Source: an optimization exercise on an open RTL-to-GDS flow (aim: small area). Production flows keep margins and buffers that such runs may drop. The RTL was checked by simulation tests, not by an equivalence proof against the original design. Power is estimated from default activity; no workload was simulated. The clock port is modelled as an ideal driver; clocking choices that lean on that would not hold on a real chip.

job 101:
// top
module top(
	input  CLOCK_25,
	input reset,
	output LED,
	output [9:0] step,
	output [9:0] dir,
	input [9:0] term,
	input 	UART_RX,
	output 	UART_TX,
	output DebugPin1,
	output reg DebugPin2,
	output reg DebugPin3,
	output DebugPin_85,
	output DebugPin5,
	output DebugPin6,
	output DebugPin7,
	output DebugPin8,
	output DebugPin9,
	output debugPin106,
	output DebugPin_86,
	output DebugPin_87,
	output DebugPin_103
);
reg [23:0] ledCnt;
reg ledReg;
wire ledZ = (ledCnt[22:0] == 23'h0);
always @(posedge CLOCK_25)
	if (reset) begin
		ledCnt <= 24'h0;
		ledReg <= 1'b0;
	end else begin
		ledCnt <= {ledCnt[22:0], ledCnt[23] ^ ledCnt[22] ^ ledCnt[21] ^ ledCnt[16] ^ ledZ};
		ledReg <= ledReg ^ (ledCnt[23] & ledZ);
	end
assign LED = ledReg;
wire rxReady;           
wire [7:0] rxData;
reg rxReadyL;           
always @(posedge CLOCK_25) if (reset) rxReadyL <= 1'b0; else rxReadyL <= rxReady;
async_receiver RX(.clk(CLOCK_25), .rst(reset), .RxD(UART_RX),
	.RxD_data_ready(rxReady), .RxD_data(rxData));
assign DebugPin1 = rxReady;
assign DebugPin7 = rxReady;
assign DebugPin_85 = 1'b0;
assign DebugPin9 = 1'b0;
assign DebugPin_86 = 1'b0;
reg [2:0] recvState;            
reg [3:0] curAxis;
reg [17:0] timeOut;
reg timeOutDone;
reg [7:0] cmdB3, cmdB2, cmdB1;  
reg cmdB0;                      
reg [9:0] pending;
reg [9:0] activeR;
wire [9:0] active;
reg [9:0] dirReg;
reg [15:0] divider [0:9];
reg [15:0] stepCounter [0:9];
  ...
==> flow/config.mk <==
export PLATFORM = sky130hd
export DESIGN_NAME = top
export DESIGN_NICKNAME = top
export VERILOG_FILES = /design/flow/design.v
export SDC_FILE = /design/flow/constraint.sdc
export NUM_CORES = 4
export LEC_CHECK = 0
export CAP_MARGIN = 0
export CORE_MARGIN = 2
export CORE_UTILIZATION = 70
export CTS_CLUSTER_DIAMETER = 100
export CTS_CLUSTER_SIZE = 30
export PLACE_DENSITY = 0.85
export SLEW_MARGIN = 0
==> flow/constraint.sdc <==
create_clock -name core_clock -period 10.0 [get_ports {CLOCK_25}]
set_input_delay 2.0000 -clock core_clock [delete_from_list [all_inputs] [get_ports {CLOCK_25}]]
set_output_delay 2.0000 -clock core_clock [all_outputs]
set_load 0.01 [all_outputs]
run.sh (not shown) runs the stock make flow with config.mk's settings and CLKGATE_MAP_FILE= SYNTH_SCRIPT=/design/flow/synth_recipe.tcl, a recipe that flattens the netlist after the stock synthesis.
What job 102 does differently from job 101 at the input level:
Settings: GPL_TIMING_DRIVEN now 0, previously not set.
==> flow/flow/run.sh (new file) <==
#!/bin/bash
set -e
cfg() { sed -n "s/^export $1 *= *//p" config.mk | tail -n 1; }
SIZE=$(cfg CTS_CLUSTER_SIZE); SIZE=${SIZE:-30}
DIAM=$(cfg CTS_CLUSTER_DIAMETER); DIAM=${DIAM:-100}
export BUFFER_PORTS_ARGS="-buffer_cell sky130_fd_sc_hd__buf_1"
export CTS_ARGS="-sink_clustering_enable -repair_clock_nets -sink_clustering_size $SIZE -sink_clustering_max_diameter $DIAM -dont_use_dummy_load"
export PRE_GLOBAL_PLACE_TCL="$PWD/flow/pre_gpl.tcl"
echo "CTS_ARGS=$CTS_ARGS" > run_settings.log
bash standard.sh > standard_flow.log 2>&1
==> flow/flow/pre_gpl.tcl (new file) <==
# Before global placement: remove the buffers synthesis inserted (what the
# standard flow does when placement is timing-driven); repair_design after
# placement buffers the nets that need it.
remove_buffers
==> flow/standard.sh (new file) <==
#!/bin/bash
# synth_recipe.tcl (not shown) runs the flow's synth.tcl, then flattens the netlist and writes it again
# the make line also repeats each setting of config.mk as NAME=value (left out here)
make -C /OpenROAD-flow-scripts/flow DESIGN_CONFIG=/design/flow/config.mk WORK_HOME=/design/flow/orfs CLKGATE_MAP_FILE= SYNTH_SCRIPT=/design/flow/synth_recipe.tcl "${@:-finish}"
removed: flow/run.sh
### Flow results
STATUS minimum clock period after layout: job 102 wins against job 101. The placed instance area of job 102 falls short of that of job 101 by about 0.55%. Diff job 101 -> job 102: growth of design area from synthesis to finish moved down, critical path depth level, final instance area moved down, clock group share of total power moved down. Going from job 101 to job 102, slack of the critical path grows by 110 ps. Of job 101 and job 102, job 101 shows the lower sequential fraction of total cell area, with job 102 above it.
### job 102 -> job 103
Settings: SLEW_MARGIN changed from 0 to 20; GPL_TIMING_DRIVEN removed (was 0); CAP_MARGIN changed from 0 to 20; PLACE_DENSITY changed from 0.85 to 0.6; CORE_UTILIZATION changed from 70 to 40.
==> flow/flow/run.sh <==
#!/bin/bash
set -e
export BUFFER_PORTS_ARGS="-buffer_cell sky130_fd_sc_hd__buf_1"
export CTS_ARGS="-sink_clustering_enable -repair_clock_nets -sink_clustering_size 30 -sink_clustering_max_diameter 100 -dont_use_dummy_load"
bash standard.sh > standard_flow.log 2>&1
removed: flow/flow/pre_gpl.tcl
## What came out
Compared with job 102, job 103 shows a higher area added between synthesis and finish.
In job 103, met3 routing resource usage after global routing is lower than in job 102.
Job 103 ended with less clock period minus final worst setup slack than job 102.
Compared with job 102, job 103 shows a higher count of buffers not belonging to the clock network in the layout.
Compared with job 102, in job 103 final cell count increased 566; combined global-route utilization of all metal layers decreased 12 points; wire length increased 3.1%; part of the total power dissipated in combinational logic decreased 0.5 points.
Re clock-buffer cell count: no difference whatsoever between job 102 and job 103.
Between job 103 and job 102, the total power consumption of the routed design figures differ only marginally.
### job 103 -> job 104
Settings: swapping 20 for 0 in CAP_MARGIN; swapping 20 for 0 in SLEW_MARGIN; swapping 30 for 33 in CTS_CLUSTER_SIZE; swapping 0.6 for 0.9 in PLACE_DENSITY; swapping 40 for 80 in CORE_UTILIZATION.
==> flow/flow/run.sh <==
#!/bin/bash
set -e
cfg() { sed -n "s/^export $1 *= *//p" config.mk | tail -n 1; }
SIZE=$(cfg CTS_CLUSTER_SIZE); SIZE=${SIZE:-30}
DIAM=$(cfg CTS_CLUSTER_DIAMETER); DIAM=${DIAM:-100}
export BUFFER_PORTS_ARGS="-buffer_cell sky130_fd_sc_hd__buf_1"
export CTS_ARGS="-sink_clustering_enable -repair_clock_nets -sink_clustering_size $SIZE -sink_clustering_max_diameter $DIAM -dont_use_dummy_load"
echo "CTS_ARGS=$CTS_ARGS" > run_settings.log
bash standard.sh > standard_flow.log 2>&1
Results
- Comparing job 104 against job 103, there is no change at all in flip-flop and latch area.
- Relative to job 103, the area share of buffers outside the clock network of job 104 is lower by 0.23 points.
- Job 103 -> job 104: combinational power increased by a few percent
- Count of clock-buffer cells in the layout, job 104 vs job 103: down by a little under 10%
- Looking at synthesis-to-finish area growth across job 103 and job 104, the one that comes out lower is job 104.
- Looking at met1 track demand over resource in global routing, job 104 sits above job 103.
- Placed instance area came out lower on job 104 than on job 103.
Input changes introduced in job 105 (baseline for comparison: job 104):
Settings: swapping 0.9 for 0.6 in PLACE_DENSITY; swapping 33 for 30 in CTS_CLUSTER_SIZE; swapping 80 for 40 in CORE_UTILIZATION.
==> flow/flow/run.sh <==
#!/bin/bash
set -e
export BUFFER_PORTS_ARGS="-buffer_cell sky130_fd_sc_hd__buf_1"
export CTS_ARGS="-sink_clustering_enable -repair_clock_nets -sink_clustering_size 30 -sink_clustering_max_diameter 100 -dont_use_dummy_load"
bash standard.sh > standard_flow.log 2>&1
==> run notes <==
- | largest driver fanout on the critical path | job 105 vs job 104 | 1 lower |
- Job 105 against job 104: share of cells above drive strength 1 shows an increase of 0.36 points; well-tap cell count shows an increase of 634; number of global-route vias before repair shows a reduction of 9.1%; die area shows an increase of 98%; first-pass GRT wire length shows a reduction of 1.6%.
- Relative to job 104, the total routed wirelength measured on job 105 has decreased by a few percent.
- Final worst-path cycle share: job 105 vs job 104 down 0.39 points
- Leakage power summed over all cells: job 105 > job 104

-- static timing again, ports no longer ideal --
How much do the figures lean on ideal ports? The routed layouts below were timed once more, with nothing changed but the port constraints.
Step 1 assumes that a clkbuf_16 drives the clock port and a buf_2 every other input.
Step 2 times the ports against the registers' clock, not the clock port: input delays grow and output delays shrink by t, the midpoint of the rising clock arrivals with the driver on.
Three values: ideal, step 1, step 2; two values: the first two.
| run | shift t [ns] | setup WS [ns] | worst setup path at the end | worst register clock-pin slew, ns | worst data-port slew with drivers (ns) |
|---|---|---|---|---|---|
| job 101 | 0.666 | 5.484 / 5.423 / 5.931 | register to register | 0.11 / 0.11 | 0.04 |
| job 102 | 0.646 | 5.592 / 5.534 / 5.331 | input to register | 0.11 / 0.11 | 0.05 |
| job 103 | 0.685 | 5.723 / 5.653 / 5.850 | input to register | 0.12 / 0.12 | 0.08 |
| job 104 | 0.646 | 5.697 / 5.635 / 5.919 | register to register | 0.12 / 0.12 | 0.04 |
| job 105 | 0.665 | 5.736 / 5.668 / 5.873 | input to register | 0.12 / 0.12 | 0.07 |
After both steps setup and hold are still met in every run listed. For job 102, which loses most, drivers alone change the setup slack by -0.058 ns; drivers and shift together by -0.261 ns.
